Background: an optimization exercise with open tools, aiming at small area. Do not read the settings as production practice. Only simulation tests tie the RTL to the original design; equivalence was not proved. Power is estimated from default activity; no workload was simulated.

`flow/resyn3.abc`:
```
strash
&get -n
&fraig -x
&put
scorr
dc2
strash
&get -n
&dch -f
&nf -R 1000 -a -E 100 -p
&put
```
`design.v`:
```
module badapple_top(
    input clk,
    input rst,              
    output sck,             
    output reg miso,        
    output reg reset_oled,  
    output dc,              
    output reg sck_reg,     
    input rxd,              
    output st_init,
    output st_clear,
    output st_wait,
    output st_write,
    input  [15:0] sram_data_in,
    output reg [15:0] sram_data_out,
    output        sram_data_oe,
    output reg [18:0] sram_addr,
    output        sram_oe_r,
    output reg    sram_ce_r,
    output        sram_we_r,
    output        sram_ub_r,
    output        sram_lb_r,
    input keepgoing,
    output reg showdelay,
    input addr_reset
    );
    reg [5:0] p;
    wire p_end    = p[5] & p[4] & p[1];          
    wire sck_rise = p_end & ~sck_reg;
    wire sck_fall = p_end & sck_reg;
    wire pre_rise = p[5] & p[4] & p[0] & ~sck_reg;    
    wire c50      = p[0] ^ sck_reg;             
    always @(posedge clk)
        if (rst) begin
            p <= 0;
            sck_reg <= 0;
        end else begin
            p <= p_end ? 6'd0 : p + 6'd1;
            if (p_end) sck_reg <= ~sck_reg;
        end
    localparam [3:0] S_INIT  = 4'b1000,
                     S_CLEAR = 4'b1100,
                     S_LOAD  = 4'b0100,
                     S_WAIT  = 4'b0010,
                     S_WRITE = 4'b0001,
                     S_DELAY = 4'b1011;
    reg [3:0] st;
    assign {st_init, st_clear, st_wait, st_write} = st;
    wire is_init  = st[3] & ~st[2] & ~st[1];
    wire is_clear = st[3] & st[2];
    wire is_load  = ~st[3] & st[2];
    wire is_write = ~st[3] & st[0];
    wire is_play  = st[1] | st[0];               
    reg [9:0]  ud;      
    reg [3:0]  us;      
    wire       uart_en, hi_step, hi_clr;
    reg [2:0]  e;       
    reg [9:0]  pos;     
    wire [2:0] wu;
    wire [2:0] ru;
    reg [7:0]  cnt_lo;
    reg        cnt_hi0;
    wire [11:0] cnt_hi;
    reg [7:0]  hb;      
    reg [7:0]  sr;      
    reg [3:0]  ss;      
    reg        rmode;   
    reg        rp_d;
    reg [16:0] z;
    wire send_done = ~ss[3] & ~ss[2];            
    wire ss_idle   = ~ss[3] & ss[2] & ~ss[0];    
    wire ss_csl    = ~ss[3] & ss[0];             
    wire spi_data_ph = ss[3];
    assign cnt_hi = is_play ? {ud, us[0], cnt_hi0} : {11'd0, cnt_hi0};
    wire cnt_ge = |cnt_hi;                          
    localparam [7:0] CLO_38 = 8'h4d, CLO_98 = 8'ha2, CLO_255 = 8'h80;
    wire [7:0]  cnt_lo_inc = {cnt_lo[6:0], cnt_lo[7] ^ cnt_lo[5] ^ cnt_lo[4] ^ cnt_lo[3] ^ (cnt_lo[6:0] == 7'd0)};
    wire [11:0] cnt_hi_inc = {cnt_hi[10:0], cnt_hi[11] ^ cnt_hi[10] ^ cnt_hi[9] ^ cnt_hi[3] ^ (cnt_hi[10:0] == 11'd0)};
    wire cnt_carry = (cnt_lo == CLO_255);
    wire k_0   = ~cnt_hi0 & (cnt_lo == 8'd0);
    wire k_98  = ~cnt_hi0 & (cnt_lo == CLO_98);
    wire k_294 = cnt_hi0 & cnt_lo[3] & cnt_lo[2] & cnt_lo[0];    
    wire init_done = pos[3] & pos[1] & pos[0];     
    wire eng_done = e[2] & e[1];                   
    always @(posedge clk)
        if (rst) reset_oled <= 0;
        else if (is_init & ~sck_reg) begin
            if (k_0 && p == 6'd10) reset_oled <= 1;
            else if (k_98 && p == 6'd4) reset_oled <= 0;
            else if (k_294 && p == 6'd12) reset_oled <= 1;
        end
    wire is_wait  = ~st[3] & st[1];
    wire is_delay = st[3] & st[1];
    always @(posedge clk)
        if (rst) st <= S_INIT;
        else if (sck_rise) begin
            if (is_init & init_done) st <= S_CLEAR;
            if (is_clear & eng_done) st <= S_LOAD;
            if (is_load & wu[2] & wu[1]) st <= S_WRITE;
            if (is_wait) st <= showdelay ? S_DELAY : S_WRITE;
            if (is_write & eng_done) st <= S_WAIT;
            if (is_delay & ~showdelay) st <= S_WRITE;
        end
    wire load_end = sck_rise & is_load & wu[2] & wu[1];
    wire last_col = (pos == 10'h3ff);
    always @(posedge clk)
        if (rst) e <= 0;
        else if (sck_rise)
            case (e)
                3'd0: if (is_clear | is_write) e <= 3'd1;
                3'd1, 3'd2, 3'd3, 3'd4: if (send_done) e <= e + 3'd1;
                3'd5: e <= (is_clear & ~last_col) ? 3'd1 : 3'd6;
                default: e <= 3'd0;
            endcase
    wire rd_go = sck_rise & is_write & eng_done;
    wire byte_taken = rd_go & ~ru[2] & ~ru[0];    
    wire pos_inc = (sck_rise & is_init & send_done & ~init_done) |
                   (sck_rise & is_clear & e[2] & e[0]) | (byte_taken & ~showdelay);
    wire pos_clr = ~reset_oled | load_end | (sck_rise & is_clear & e == 3'd0) |
                   (byte_taken & showdelay);
    reg [2:0] wu_next;
    always @(posedge clk)
        if (pos_clr) pos <= 10'd0;
        else if (is_load) begin
            if (uart_en) pos[2:0] <= wu_next;
        end else pos <= pos + {9'd0, pos_inc};
    assign wu = pos[2:0];
    wire [7:0] init_byte;
    wire [15:0] ib7 = 16'b0000111111101111;
    wire [15:0] ib6 = 16'b1111000111000010;
    wire [15:0] ib5 = 16'b1111111100000001;
    wire [15:0] ib4 = 16'b1001000110010010;
    wire [15:0] ib3 = 16'b1100110011001001;
    wire [15:0] ib2 = 16'b0101010001011011;
    wire [15:0] ib1 = 16'b1111110001000001;
    wire [15:0] ib0 = 16'b0101010111101010;
    assign init_byte = {ib7[pos[3:0]], ib6[pos[3:0]], ib5[pos[3:0]], ib4[pos[3:0]],
                        ib3[pos[3:0]], ib2[pos[3:0]], ib1[pos[3:0]], ib0[pos[3:0]]};
    wire spi_send = (is_init & reset_oled & ~init_done) |
                    (e != 3'd0 && e <= 3'd4);
    reg [7:0] spi_data;
    always @(*)
        case (e)
            3'd1: spi_data = {5'b10110, pos[9:7]};
            3'd2: spi_data = {5'b00010, pos[6:4]};
            3'd3: spi_data = {4'b0000, pos[3:0]};
            3'd4: spi_data = is_write ? hb : 8'h00;
            default: spi_data = init_byte;
        endcase
    always @(posedge clk)
        if (rst) ss <= 4'd6;
        else if (sck_rise) begin
            if (ss_idle) begin
                if (spi_send) ss <= 4'd7;
            end else if (send_done) ss <= 4'd6;
            else ss <= ss + 4'd1;
        end
    always @(posedge clk)
        if (rst) miso <= 0;
        else if (sck_fall & spi_data_ph) miso <= spi_data[~ss[2:0]];
    assign sck = spi_data_ph ? sck_reg : 1'b1;
    assign dc = (spi_data_ph | send_done) & (e == 3'd4);
    always @(posedge clk)
        if (rst) us <= 4'd7;
        else if (load_end) us <= 4'd0;
        else if (is_play) begin
            if (hi_clr) us[0] <= 1'b0;
            else if (hi_step) us[0] <= cnt_hi_inc[1];
            if (sck_rise) us[3:1] <= ru_next;
        end else if (uart_en) begin
            if (~us[3] & us[0]) begin
                if (!rxd) us <= 4'd8;
            end else if (~us[3] & ~us[0]) begin
                if (rxd) us <= 4'd7;
            end else us <= us + 4'd1;
        end
    assign ru = us[3:1];
    wire ack = ~us[3] & ~us[0];                    
    wire ack_rise = uart_en & (us == 4'd15);
    always @(*)
        case (wu)
            3'd0: wu_next = ack ? 3'd1 : 3'd0;
            3'd1: wu_next = 3'd2;
            3'd2: wu_next = ack ? 3'd3 : 3'd2;
            3'd3: wu_next = 3'd4;
            3'd4: wu_next = cnt_ge ? 3'd6 : 3'd5;
            3'd5: wu_next = 3'd0;
            default: wu_next = 3'd6;
        endcase
    reg [2:0] ru_next;
    always @(*)
        case (ru)
            3'd0: ru_next = (is_write & eng_done) ? 3'd1 : 3'd0;
            3'd1: ru_next = cnt_ge ? 3'd4 : 3'd2;
            3'd2: ru_next = (is_write & eng_done) ? 3'd3 : 3'd2;
            3'd3: ru_next = cnt_ge ? 3'd4 : 3'd0;
            default: ru_next = cnt_ge ? 3'd4 : 3'd0;
        endcase
    wire addr_inc = (is_load & uart_en & wu == 3'd4 & ~cnt_ge) | (rd_go & ru == 3'd0);
    wire addr_clr = rst | load_end | (rd_go & ru == 3'd0 & addr_reset);
    always @(posedge clk)
        sram_addr <= addr_clr ? 19'd0 : sram_addr + {18'd0, addr_inc};
    wire write_done_rise = sck_rise & is_write & e[2] & e[0];
    wire cnt_step = is_init ? (sck_fall & ~k_294) :
                    is_load ? ack_rise : (write_done_rise & ~addr_reset);
    wire cnt_clr = rst | load_end | is_clear | (write_done_rise & addr_reset);
    assign hi_step = cnt_step & cnt_carry;
    always @(posedge clk)
        if (cnt_clr) begin
            cnt_lo <= 0;
            cnt_hi0 <= 0;
        end else if (cnt_step) begin
            cnt_lo <= cnt_lo_inc;
            if (cnt_carry) cnt_hi0 <= cnt_hi_inc[0];
        end
    localparam [9:0] UD_RESET = 10'h281, UD_END = 10'h166;
    assign uart_en = (ud == UD_END);
    assign hi_clr = load_end | (write_done_rise & addr_reset);
    always @(posedge clk)
        if (rst) ud <= UD_RESET;
        else if (hi_clr) ud <= 10'd0;
        else if (is_play) begin
            if (hi_step) ud <= cnt_hi_inc[11:2];
        end else if (uart_en) ud <= 10'd0;
        else ud <= {ud[8:0], ~(ud[9] ^ ud[6])};
    wire hb_hold = (e == 3'd4) & (ss_csl | (ss[3] & (ss[2:0] != 3'd7)));
    always @(posedge clk)
        if (is_play) begin
            if (pre_rise & ru == 3'd0) sr <= sram_data_in[7:0];
        end else if (uart_en & us[3]) sr <= {rxd, sr[7:1]};
    always @(posedge clk)
        if (is_play) begin
            if (pre_rise & ru == 3'd0 & ~hb_hold) hb <= sram_data_in[15:8];
            else if (pre_rise & ru[1] & ~ru[0] & ~hb_hold) hb <= sr;
        end else if (is_load & uart_en & wu == 3'd1) hb <= sr;
    always @(posedge clk) sram_ce_r <= rst;
    always @(posedge clk)
        if (~c50) begin
            if (is_load) begin
                if (wu == 3'd4) rmode <= 0;
            end else if (~is_play | ru == 3'd0) rmode <= 1;
        end
    assign sram_oe_r = sram_ce_r | ~rmode;
    assign sram_we_r = sram_ce_r | rmode;
    assign sram_ub_r = sram_ce_r;
    assign sram_lb_r = sram_ce_r;
    assign sram_data_oe = ~sram_we_r;
    always @(posedge clk)
        if (rst) sram_data_out <= 0;
        else if (c50 & is_load & wu == 3'd4) sram_data_out <= {hb, sr};
    localparam [16:0] Z_END = 17'h00256;
    wire rp = is_load | (sram_addr[8:0] == 9'd0);
    wire delay_end = (z == Z_END) | (~showdelay & z[0]);
    always @(posedge clk)
        if (rst) begin
            showdelay <= 0;
            rp_d <= 0;
        end else begin
            rp_d <= rp;
            if (delay_end) showdelay <= 0;
            else if (rp & ~rp_d) showdelay <= 1;
        end
    always @(posedge clk)
        if (rst | ~(showdelay & keepgoing)) z <= 0;
        else z <= {z[15:0], ~(z[16] ^ z[13])};
endmodule
```
`constraint.sdc`:
```
create_clock -name core_clock -period 10.0 [get_ports {clk}]
set_input_delay 2.0000 -clock core_clock [delete_from_list [all_inputs] [get_ports {clk}]]
set_output_delay 2.0000 -clock core_clock [all_outputs]
set_load 0.01 [all_outputs]
```
`flow/resyn2.abc`:
```
strash
&get -n
&fraig -x
&put
scorr
dc2
strash
&get -n
&dch -f
&nf -R 1000 -a -E 100 -F 10 -A 10
&put
```
`flow/run.sh`:
```
#!/bin/bash
# Layout flow:
# 1. the standard synthesis (standard.sh synth);
# 2. its combinational logic re-mapped for area by Yosys/ABC (flow/resyn.ys
#    with each flow/resyn*.abc script; the smallest result is kept), with
#    every register cell kept, name and type;
# 3. the standard layout from floorplan to finish (standard.sh), with port
#    buffers of buf_1 cells and a clock tree of clkbuf_4 cells without dummy
#    loads.
# Each step's full output goes to its own log in this folder; ORFS's
# per-stage logs are under orfs/logs.
set -euo pipefail
W=$(pwd)
R=$W/orfs/results/$FLOW_PLATFORM/badapple_top/base
LIB=$FLOW_HOME/platforms/sky130hd/lib/sky130_fd_sc_hd__tt_025C_1v80.lib
YOSYS=$FLOW_HOME/../tools/install/yosys/bin/yosys
[[ -x $YOSYS ]] || YOSYS=yosys

bash standard.sh synth > synth.log 2>&1
cp "$R/1_2_yosys.v" "$W/standard_1_2_yosys.v"
# try each ABC script, keep the smallest result
best=""; best_area=""
for abc in flow/resyn*.abc; do
  n=$(basename "$abc" .abc)
  sed -e "s#@LIB@#$LIB#g" -e "s#@IN@#$W/standard_1_2_yosys.v#" \
      -e "s#@OUT@#$W/${n}_1_2_yosys.v#" -e "s#@ABC@#$W/$abc#" \
      flow/resyn.ys > "${n}_run.ys"
  "$YOSYS" -s "${n}_run.ys" > "${n}.log" 2>&1
  area=$(grep "Chip area for module" "${n}.log" | tail -1 | awk '{print $NF}')
  echo "$n $area" >> resyn_areas.txt
  if [[ -z "$best" ]] || awk -v a="$area" -v b="$best_area" 'BEGIN{exit !(a < b)}'; then
    best=$n; best_area=$area
  fi
done
echo "best $best $best_area" >> resyn_areas.txt
cp "$W/${best}_1_2_yosys.v" "$W/resyn_1_2_yosys.v"
cp "$W/resyn_1_2_yosys.v" "$R/1_2_yosys.v"
rm -f "$R/1_synth.odb" "$R/1_synth.sdc"

export BUFFER_PORTS_ARGS="-buffer_cell sky130_fd_sc_hd__buf_1"
export CTS_ARGS="-sink_clustering_enable -repair_clock_nets -dont_use_dummy_load -buf_list sky130_fd_sc_hd__clkbuf_4 -sink_clustering_size 20 -sink_clustering_max_diameter 60"
bash standard.sh > layout.log 2>&1
```
`flow/resyn.ys`:
```
# Re-maps the combinational logic of the standard synthesis netlist for area.
# Register cells are black boxes here, so every register keeps its instance
# name and cell type; only the logic between them is rebuilt.
read_liberty -ignore_miss_func @LIB@
blackbox sky130_fd_sc_hd__*df* sky130_fd_sc_hd__*dl* sky130_fd_sc_hd__*dfx*
read_verilog @IN@
hierarchy -top badapple_top
flatten
hierarchy -top badapple_top
rename -hide w:*.*
opt -purge
abc -script @ABC@ -liberty @LIB@ -dont_use sky130_fd_sc_hd__lpflow_bleeder_1 -dont_use sky130_fd_sc_hd__lpflow_clkbufkapwr_1 -dont_use sky130_fd_sc_hd__lpflow_clkbufkapwr_16 -dont_use sky130_fd_sc_hd__lpflow_clkbufkapwr_2 -dont_use sky130_fd_sc_hd__lpflow_clkbufkapwr_4 -dont_use sky130_fd_sc_hd__lpflow_clkbufkapwr_8 -dont_use sky130_fd_sc_hd__lpflow_clkinvkapwr_1 -dont_use sky130_fd_sc_hd__lpflow_clkinvkapwr_16 -dont_use sky130_fd_sc_hd__lpflow_clkinvkapwr_2 -dont_use sky130_fd_sc_hd__lpflow_clkinvkapwr_4 -dont_use sky130_fd_sc_hd__lpflow_clkinvkapwr_8 -dont_use sky130_fd_sc_hd__lpflow_decapkapwr_12 -dont_use sky130_fd_sc_hd__lpflow_decapkapwr_3 -dont_use sky130_fd_sc_hd__lpflow_decapkapwr_4 -dont_use sky130_fd_sc_hd__lpflow_decapkapwr_6 -dont_use sky130_fd_sc_hd__lpflow_decapkapwr_8 -dont_use sky130_fd_sc_hd__lpflow_inputiso0n_1 -dont_use sky130_fd_sc_hd__lpflow_inputiso0p_1 -dont_use sky130_fd_sc_hd__lpflow_inputiso1n_1 -dont_use sky130_fd_sc_hd__lpflow_inputiso1p_1 -dont_use sky130_fd_sc_hd__lpflow_inputisolatch_1 -dont_use sky130_fd_sc_hd__lpflow_isobufsrc_1 -dont_use sky130_fd_sc_hd__lpflow_isobufsrc_16 -dont_use sky130_fd_sc_hd__lpflow_isobufsrc_2 -dont_use sky130_fd_sc_hd__lpflow_isobufsrc_4 -dont_use sky130_fd_sc_hd__lpflow_isobufsrc_8 -dont_use sky130_fd_sc_hd__lpflow_isobufsrckapwr_16 -dont_use sky130_fd_sc_hd__lpflow_lsbuf_lh_hl_isowell_tap_1 -dont_use sky130_fd_sc_hd__lpflow_lsbuf_lh_hl_isowell_tap_2 -dont_use sky130_fd_sc_hd__lpflow_lsbuf_lh_hl_isowell_tap_4 -dont_use sky130_fd_sc_hd__lpflow_lsbuf_lh_isowell_4 -dont_use sky130_fd_sc_hd__lpflow_lsbuf_lh_isowell_tap_1 -dont_use sky130_fd_sc_hd__lpflow_lsbuf_lh_isowell_tap_2 -dont_use sky130_fd_sc_hd__lpflow_lsbuf_lh_isowell_tap_4 -dont_use sky130_fd_sc_hd__probe_p_8 -dont_use sky130_fd_sc_hd__probec_p_8 
opt_clean -purge
hilomap -singleton -hicell sky130_fd_sc_hd__conb_1 HI -locell sky130_fd_sc_hd__conb_1 LO
insbuf -buf sky130_fd_sc_hd__buf_1 A X
opt_clean -purge
stat -liberty @LIB@
write_verilog -noattr -nohex -nodec @OUT@
```
`flow/resyn1.abc`:
```
strash
&get -n
&fraig -x
&put
scorr
dc2
strash
&get -n
&dch -f
&nf -R 1000 -p -F 10 -A 10 -a
&put
```
`config.mk`:
```
export PLATFORM = sky130hd
export DESIGN_NAME = badapple_top
export DESIGN_NICKNAME = badapple_top
export VERILOG_FILES = /design/flow/design.v
export SDC_FILE = /design/flow/constraint.sdc
export NUM_CORES = 4
export LEC_CHECK = 0
export CAP_MARGIN = 20
export CORE_MARGIN = 2
export CORE_UTILIZATION = 65
export GPL_TIMING_DRIVEN = 0
export PLACE_DENSITY = 0.8
export SLEW_MARGIN = 20
```
`flow/resyn4.abc`:
```
strash
&get -n
&fraig -x
&put
scorr
dc2
strash
&get -n
&dch -f
&nf -R 1000 -p -a -C 32
&put
```
`standard.sh`:
```
#!/bin/bash
# synth_recipe.tcl (not shown) runs the flow's synth.tcl, then flattens the netlist and writes it again
# the make line also repeats each setting of config.mk as NAME=value (left out here)
make -C /OpenROAD-flow-scripts/flow DESIGN_CONFIG=/design/flow/config.mk WORK_HOME=/design/flow/orfs CLKGATE_MAP_FILE= SYNTH_SCRIPT=/design/flow/synth_recipe.tcl "${@:-finish}"
```
==> flow_summary.yaml, run 1 <==
timing:
  fmax_ghz: 0.218
  finalClockSkew_ns: 0.0474
  maxSlewViolCount: 0
  setup_viol: 0
  slew_headroom_pct: 34.6
  setup_ws_ns: 5.41
  hold_viol: 0
  period_needed_ns: 4.59
  fin_crit_sh_pct: 45.9
  worst_pin_slew_ns: 0.974
  rsz0062_at_grt: "no"
  setup_tns_ns: 0
logic_synthesis:
  syn_inst: 645
  avgSynthCellArea_um2: 8.59
  yosysWarnings: 1
  synthesis.nets: 666
  syn_area_mm2: 0.00554
finish:
  largest_register_ffs: 19
  synthToLayoutAreaGrowth_pct: 10.0
  top_register: "sram_addr"
  layout.nets: 757
  drive_gt1_share_pct: 2.72
  finalInstanceArea_mm2: 0.00610
  final_common_cell: "dfxtp_1"
  antenna-diode-count: 0
  layout_common_cells: "dfxtp_1, nor2_1, buf_1"
  top_regs: "sram_addr: 19 flops, z: 17 flops, sram_data_out: 16 flops"
grt:
  grt_pass1_vias: 4579
  grt_use_total_pct: 28.4
  grt_pass1_wl_um: 20500
  grt-ovfl-total: 0
  antenna_found_initial: 0
  grt_start_max_net_pins: 26
worst_setup_path:
  r2r_slack_ns: 5.41
  r2r_end: "sram_addr[18]"
  cp-start-kind: "flip-flop"
  worstRegToRegCells: 17
  worst_ep_arrival_time_ns: 4.98
  crit_required_ns: 10.40
  endpoint: "sram_addr[18]"
  reg2reg_from: "ud[7]"
  critical_path_class: "flip-flop to flip-flop"
  worstSetupStartpoint: "ud[7]"
  cp_max_fo: 5
  crit_path_end_kind: "flip-flop"
placed_design:
  post-place-ws_ns: 5.40
  io_buffers: 71
  dp_hpwl_um: 9370
  placed_cell_area_mm2: 0.00597
  gp_congestion: 0.926
detailed_routing:
  finalWirelength_um: 12800
  antenna_left: 0
  route.detailed.drc: 0
  viasPerCell: 6.13
  drt_pass1_iterations: 5
  vias: 5139
  wl_per_cell_um: 15.3
  drt_iter0_drc: 434
flow_run:
  drv_cap: 0
cts:
  cts_sinks: 125
  postCtsSetupBuffers: 0
  cts_buffers: 17
  hold_buffers: 0
  root_buffer: "clkbuf_4"
  clk_latency_ns: 0.50
  cts_max_level: 4
  clkTransAtPathRegs_ns: 0.12
  cts_resized: 0
  max-clock-path-buffers: 2
  cts_tree: "done"
die:
  core_area_mm2: 0.00826
  io_pins: 72
  die_h_um: 96.3
  dieArea_mm2: 0.00928
  start_util_pct: 67.1
  std_cell_rows: 33
  fp.dieW_um: 96.3
pwr:
  leakagePower_uw: 0.00207
  power.density_mw_per_mm2: 124
  vdd_drop_max_v: 0.0000977
status:
  status: "complete, no violations"
worst_hold_path:
  hold_path_class: "flip-flop to flip-flop"
## worst max-delay path, cell delays in order (launching register included)
cell,delay [ns]
dfxtp_1,0.34
nor4_1,0.47
nand2_1,0.09
o41ai_1,0.49
and2_0,0.30
clkinv_1,0.10
nor3_1,0.37
o21a_1,0.25
and3_1,0.25
and3_1,0.25
and3_1,0.26
nor2b_1,0.30
and3_1,0.29
and3_1,0.21
and2_0,0.23
nand3_1,0.13
xor2_1,0.14
nor2_1,0.05
## cell type report
class / count / area (um^2)
fillers: 675 / 2160
flip-flops and latches: 125 / 2670
repair buffers: 72 / 295
clock buffers: 17 / 128
plain buffers: 2 / 7.51
inverters: 21 / 78.8
multi-input cells: 497 / 2790
well taps: 105 / 131
## how the worst min path moves through the flow
stage                                start          endpoint  slack, ns  depth (start not counted)
after global placement                z[6]              z[7]       0.44                          1
after detailed placement  sram_data_out[8]  sram_data_out[8]       0.45                          2
final                                 z[4]         showdelay       0.42                          1
after CTS                             z[4]         showdelay       0.42                          1
after global routing                  z[4]         showdelay       0.43                          1
after floorplan                      z[11]             z[12]       0.42                          1
## metrics by stage
step | hold slack (ns) | instances | utilization, % | total power [uW]
after floorplan | 0.422 | 645 | - | 537
after global placement | 0.439 | 821 | 71.9 | 547
final | 0.418 | 839 | 73.9 | 757
after global routing | 0.431 | 839 | 73.9 | 785
after detailed placement | 0.446 | 822 | 72.3 | 549
after CTS | 0.420 | 839 | 73.8 | 766
## where the power goes
group | switching, uW | internal (uW) | total [uW]
Sequential | 4.90 | 511 | 516
Combinational | 13.1 | 9.15 | 22.3
Clock | 142 | 77.7 | 220
Total | 160 | 598 | 757
## metal layers
layer,GRT usage (%),routed length [um],up-vias
met1,35.5,5600,2378
li1,-,-,2550
met3,6.81,732,25
met5,0,0,-
met4,12.3,242,0
met2,46.7,6240,186
==> inputs of run 2 (changes only) <==
--- a/config.mk
+++ b/config.mk
@@ -7,7 +7,6 @@
 export LEC_CHECK = 0
-export CAP_MARGIN = 20
+export CAP_MARGIN = 0
 export CORE_MARGIN = 2
 export CORE_UTILIZATION = 65
-export GPL_TIMING_DRIVEN = 0
 export PLACE_DENSITY = 0.8
-export SLEW_MARGIN = 20
+export SLEW_MARGIN = 0
==> run 2 against run 1 <==
  * Power up 0.86%
  * Critical path depth stayed put
  * Worst hold slack gained 0.0094 ns
  * Wire length grew 3.1%
  * Core utilization decreased by 0.18 points
  * Fmax up 0.24%
  * Highest routed layer unchanged
  * Global-route usage grew 0.56 points
  * Clock power increased by 4%
  * Cell count stayed put
  * Sequential power about the same
  * Sequential share of layout area grew 0.11 points
  * Still clean on timing, DRC and antenna
  * Setup slack better by 0.011 ns
==> flow_summary.yaml, run 2 <==
status:
  status: "complete, no violations"
worst_setup_path:
  crit_slowest_cell: "nor4_1"
  critical_path_class: "flip-flop to flip-flop"
  crit_required_ns: 10.39
  r2r_end: "sram_addr[18]"
  reg2reg_from: "ud[7]"
  worst_ep_arrival_time_ns: 4.97
  cp_max_fo: 5
  worstRegToRegCells: 17
  slowest_delay_ns: 0.52
  r2r_slack_ns: 5.43
  cp-start-kind: "flip-flop"
  crit_path_end_kind: "flip-flop"
  cpMostUsedCell: "and3_1"
  path_cells: "nor4_1 -> nand2_1 -> o41ai_1 -> and2_0 -> clkinv_1 -> nor3_1 -> o21a_1 -> and3_1 -> and3_1 -> and3_1 -> nor2b_1 -> and3_1 -> and3_1 -> and2_0 -> nand3_1 -> xor2_1 -> nor2_1"
  cp.depth: 17
  cp_top_family: "simple AND/OR/NAND/NOR gates"
  cp_num_buf_inv: 1
timing:
  finalClockSkew_ns: 0.0340
  fmax_ghz: 0.219
  hold_viol: 0
  rsz0062_at_grt: "no"
  fin_crit_sh_pct: 45.7
  slew_headroom_pct: 21.5
  setup_tns_ns: 0
  maxSlewViolCount: 0
  period_needed_ns: 4.57
  setup_viol: 0
  worst_pin_slew_ns: 1.17
cts:
  cts_buffers: 17
  max-clock-path-buffers: 2
  hold_buffers: 0
  cts_tree: "done"
  postCtsSetupBuffers: 0
  cts_sinks: 125
  cts_max_level: 4
  root_buffer: "clkbuf_4"
  clkTransAtPathRegs_ns: 0.11
  clk_latency_ns: 0.50
  cts_resized: 0
finish:
  top_register: "sram_addr"
  antenna-diode-count: 0
  final_common_cell: "dfxtp_1"
  layout_common_cells: "dfxtp_1, nor2_1, a21oi_1"
  top_regs: "sram_addr: 19 flops, z: 17 flops, sram_data_out: 16 flops"
  largest_register_ffs: 19
  synthToLayoutAreaGrowth_pct: 9.77
  drive_gt1_share_pct: 2.86
  finalNonFillerCells: 839
  layout.nets: 757
die:
  std_cell_rows: 33
  die_h_um: 96.3
  start_util_pct: 67.1
  core_area_mm2: 0.00826
  dieArea_mm2: 0.00928
  fp.dieW_um: 96.3
  io_pins: 72
logic_synthesis:
  syn_inst: 645
  avgSynthCellArea_um2: 8.59
  synthesis.nets: 666
  yosysWarnings: 1
  syn_area_mm2: 0.00554
grt:
  grt_start_max_net_pins: 45
  grt_pass1_wl_um: 20800
  use_met2_pct: 48.5
  grt_pass1_vias: 4568
  met3_usage_pct: 6.89
  top_usage_layer: "met2"
  grt_use_total_pct: 28.9
  use_met1_pct: 36.6
  antenna_found_initial: 0
  grt-ovfl-total: 0
detailed_routing:
  viasPerCell: 6.13
  wl_per_cell_um: 15.7
  drt_pass1_iterations: 5
  vias: 5139
  finalWirelength_um: 13200
  drt_iter0_drc: 318
  route.detailed.drc: 0
  antenna_left: 0
pwr:
  leakagePower_uw: 0.00207
  power.density_mw_per_mm2: 126
  vdd_drop_max_v: 0.000105
placed_design:
  io_buffers: 71
  dp_hpwl_um: 9440
  gp_congestion: 0.934
  dp.cells: 822
worst_hold_path:
  hold_depth: 1
  hold-path-endpoint: "showdelay"
  min_from: "z[4]"
  hold_path_class: "flip-flop to flip-flop"
flow_run:
  drv_cap: 0
run 2: stage by stage:
stage          area (um^2)  setup WS (ns)  util, %  hold slack [ns]  total power (uW)
2_1_floorplan         5540           6.17        -            0.422               537
4_1_cts               6080           5.56     73.7            0.438               769
3_5_place_dp          5960           5.60     72.1            0.446               548
5_1_grt               6080           4.93     73.7            0.465               787
3_3_place_gp          5960           5.76     72.1            0.437               547
6_report              6080           5.43     73.7            0.428               764
run 2: final cells by class:
cell class / instances / area (um^2)
clock buffer: 17 / 128
fill: 663 / 2170
inverter: 21 / 78.8
multi-input combinational: 497 / 2780
sequential: 125 / 2670
tap: 105 / 131
timing repair buffer: 74 / 290
run 2: how the worst max path moves through the flow:
| stage | startpoint | to |
|---|---|---|
| after floorplan | ud[7] | sram_addr[18] |
| after global placement | ud[7] | sram_addr[18] |
| after detailed placement | ud[7] | sram_addr[18] |
| after CTS | ud[7] | sram_addr[18] |
| after global routing | ud[7] | sram_addr[18] |
| final | ud[7] | sram_addr[18] |
run 2: report_power, final:
part	switching, uW	internal [uW]
combinational	12.5	8.13
clock	150	77.8
sequential	5.14	511
total	167	597
run 2: routing by layer:
layer  vias up  share of wire [%]
met4         0                1.5
met5         -                  0
met3        19                6.6
met2       191                 49
met1      2386                 43
li1       2543                  -
==> inputs of run 3 (changes only) <==
==> flow/resyn5.abc (new file) <==
strash
&get -n
&fraig -x
&put
scorr
dc2
strash
&get -n
&b
&dch -f
&nf -R 1000 -a -E 100 -F 10 -A 10
&put
==> flow/resyn6.abc (new file) <==
strash
&get -n
&fraig -x
&put
scorr
dc2
strash
&get -n
&dch -f -r
&nf -R 1000 -a -E 100 -F 10 -A 10
&put
==> flow/resyn7.abc (new file) <==
strash
dc2
dc2
strash
&get -n
&dch -f
&nf -R 1000 -a -E 100 -F 10 -A 10
&put
--- a/config.mk
+++ b/config.mk
@@ -7,6 +7,6 @@
 export LEC_CHECK = 0
-export CAP_MARGIN = 0
+export CAP_MARGIN = 20
 export CORE_MARGIN = 2
-export CORE_UTILIZATION = 65
-export PLACE_DENSITY = 0.8
-export SLEW_MARGIN = 0
+export CORE_UTILIZATION = 40
+export PLACE_DENSITY = 0.6
+export SLEW_MARGIN = 20
==> run 3 against run 2 <==
  * Largest cell class unchanged
  * Via count up 0.53%
  * Sequential power about the same
  * Flip-flop and latch count unchanged
  * Critical endpoint unchanged
  * First-iteration DRC count up 40%
==> flow_summary.yaml, run 3 <==
logic_synthesis:
  syn_inst: 659
  syn_area_mm2: 0.00553
  avgSynthCellArea_um2: 8.39
  yosysWarnings: 1
  synthesis.nets: 680
worst_setup_path:
  critical_path_class: "flip-flop to flip-flop"
  worstRegToRegCells: 17
  cp-start-kind: "flip-flop"
  reg2reg_from: "ud[7]"
  crit_required_ns: 10.43
  r2r_end: "sram_addr[18]"
  crit_path_end_kind: "flip-flop"
  r2r_slack_ns: 5.29
  cp_max_fo: 5
  worst_ep_arrival_time_ns: 5.13
detailed_routing:
  drt_iter0_drc: 446
  wl_per_cell_um: 15.0
  route.detailed.drc: 0
  drt_pass1_iterations: 6
  viasPerCell: 5.55
  antenna_left: 0
  finalWirelength_um: 13900
  vias: 5166
finish:
  layout.nets: 773
  largest_register_ffs: 19
  layout_common_cells: "dfxtp_1, nor2_1, nand2_1"
  drive_gt1_share_pct: 3.20
  top_regs: "sram_addr: 19 flops, z: 17 flops, sram_data_out: 16 flops"
  synthToLayoutAreaGrowth_pct: 11.9
  final_common_cell: "dfxtp_1"
  top_register: "sram_addr"
cts:
  max-clock-path-buffers: 2
  cts_resized: 0
  hold_buffers: 0
  clkTransAtPathRegs_ns: 0.09
  root_buffer: "clkbuf_4"
  cts_buffers: 17
  cts_tree: "done"
  postCtsSetupBuffers: 0
  clk_latency_ns: 0.54
  cts_sinks: 125
  cts_max_level: 4
die:
  io_pins: 72
  start_util_pct: 41.4
  core_area_mm2: 0.0133
  std_cell_rows: 42
  fp.dieW_um: 122
  dieArea_mm2: 0.0148
  die_h_um: 122
status:
  status: "complete, no violations"
timing:
  slew_headroom_pct: 32.0
  period_needed_ns: 4.71
  worst_pin_slew_ns: 1.01
  finalClockSkew_ns: 0.0291
  fin_crit_sh_pct: 47.1
  setup_tns_ns: 0
  worst_hold_slack_ns: 0.456
  fmax_ghz: 0.212
  setup_ws_ns: 5.29
  hold_viol: 0
  setup_viol: 0
  rsz0062_at_grt: "no"
  maxSlewViolCount: 0
worst_hold_path:
  hold-path-endpoint: "sram_data_out[11]"
  hold_path_class: "flip-flop to flip-flop"
  min_from: "sram_data_out[11]"
  hold_depth: 2
grt:
  grt_pass1_vias: 4713
  antenna_found_initial: 1
  grt_use_total_pct: 19.9
  grt_pass1_wl_um: 23200
  grt-ovfl-total: 0
  grt_start_max_net_pins: 45
placed_design:
  io_buffers: 71
  post-place-ws_ns: 5.33
  dp_hpwl_um: 10000
  gp_congestion: 0.867
pwr:
  power.density_mw_per_mm2: 125
  vdd_drop_max_v: 0.0000739
  leakagePower_uw: 0.00212
flow_run:
  drv_cap: 0
## run 3: how the worst max path moves through the flow
stage          depth (start not counted)            end  startpoint  slack, ns
6_report                              17  sram_addr[18]       ud[7]       5.29
5_1_grt                               17  sram_addr[18]       ud[7]       4.74
4_1_cts                               17  sram_addr[18]       ud[7]       5.30
3_5_place_dp                          17  sram_addr[18]       ud[7]       5.33
3_3_place_gp                          17  sram_addr[18]       ud[7]       5.46
2_1_floorplan                         17  sram_addr[18]       ud[7]       5.85
## run 3: layout make-up
cell class,count,area (um^2)
fillers,1362,7160
multi-input cells,510,2770
flip-flops and latches,125,2670
repair buffers,76,305
well taps,176,220
clock buffers,17,128
inverters,22,82.6
diodes,4,10.0
## run 3: worst max-delay path, cell delays in order (launching register included)
cell      delay, ns
dfxtp_1        0.35
or4_1          0.59
o41ai_1        0.56
nand3b_1       0.23
nor3_1         0.42
o21a_1         0.20
and2_0         0.23
and3_1         0.22
and2_0         0.24
and3_1         0.24
nand2_1        0.09
nor2_1         0.18
and3_1         0.26
and3_1         0.22
and2_0         0.25
nand3_1        0.14
xor2_1         0.15
nor2_1         0.05
## run 3: routing by layer
| metal | vias up | wire (um) | global-route usage [%] |
|---|---|---|---|
| met3 | 19 | 663 | 4.35 |
| met1 | 2430 | 6410 | 26.8 |
| met4 | 0 | 305 | 8.19 |
| met5 | - | 0 | 0 |
| met2 | 139 | 6560 | 30.9 |
| li1 | 2578 | - | - |
## run 3: report_power, final
part | switching (uW) | internal, uW | leakage, uW
sequential | 5.51 | 511 | 0.00102
combinational | 13.2 | 8.78 | 0.00101
clock | 156 | 77.5 | 0.0000782
total | 175 | 597 | 0.00212
## run 3: per-stage QoR
step	std cells	util [%]	cell area, um^2	power (uW)
2_1_floorplan	659	-	5530	538
3_3_place_gp	909	45.3	6050	549
3_5_place_dp	909	45.3	6050	550
4_1_cts	926	46.3	6180	781
5_1_grt	930	46.4	6190	806
6_report	930	46.4	6190	772

==> re-timing with driven ports <==
Ports are ideal in the flow. The routed layouts listed here were re-timed in OpenROAD.
Step 1 sets driving cells, clkbuf_16 on the clock port and buf_2 on the other inputs (assumed; they add their load-dependent delay and slew).
Step 2 also shifts input and output timing later by t, the mid clock arrival at the registers, as if the neighbouring blocks saw the same clock.
Slacks: no drivers / after step 1 / after step 2; pairs: no drivers / after step 1.
run	shift t [ns]	setup slack, ns	worst setup path at the end	latest minus earliest clock arrival (ns)	pins driven straight from the clock port
run 1	0.511	5.415 / 5.415 / 5.415	register to register	0.048 / 0.048	1
run 2	0.517	5.426 / 5.426 / 5.426	register to register	0.034 / 0.034	1
run 3	0.560	5.292 / 5.292 / 5.292	register to register	0.029 / 0.029	1
After both steps setup and hold are still met in every run listed.
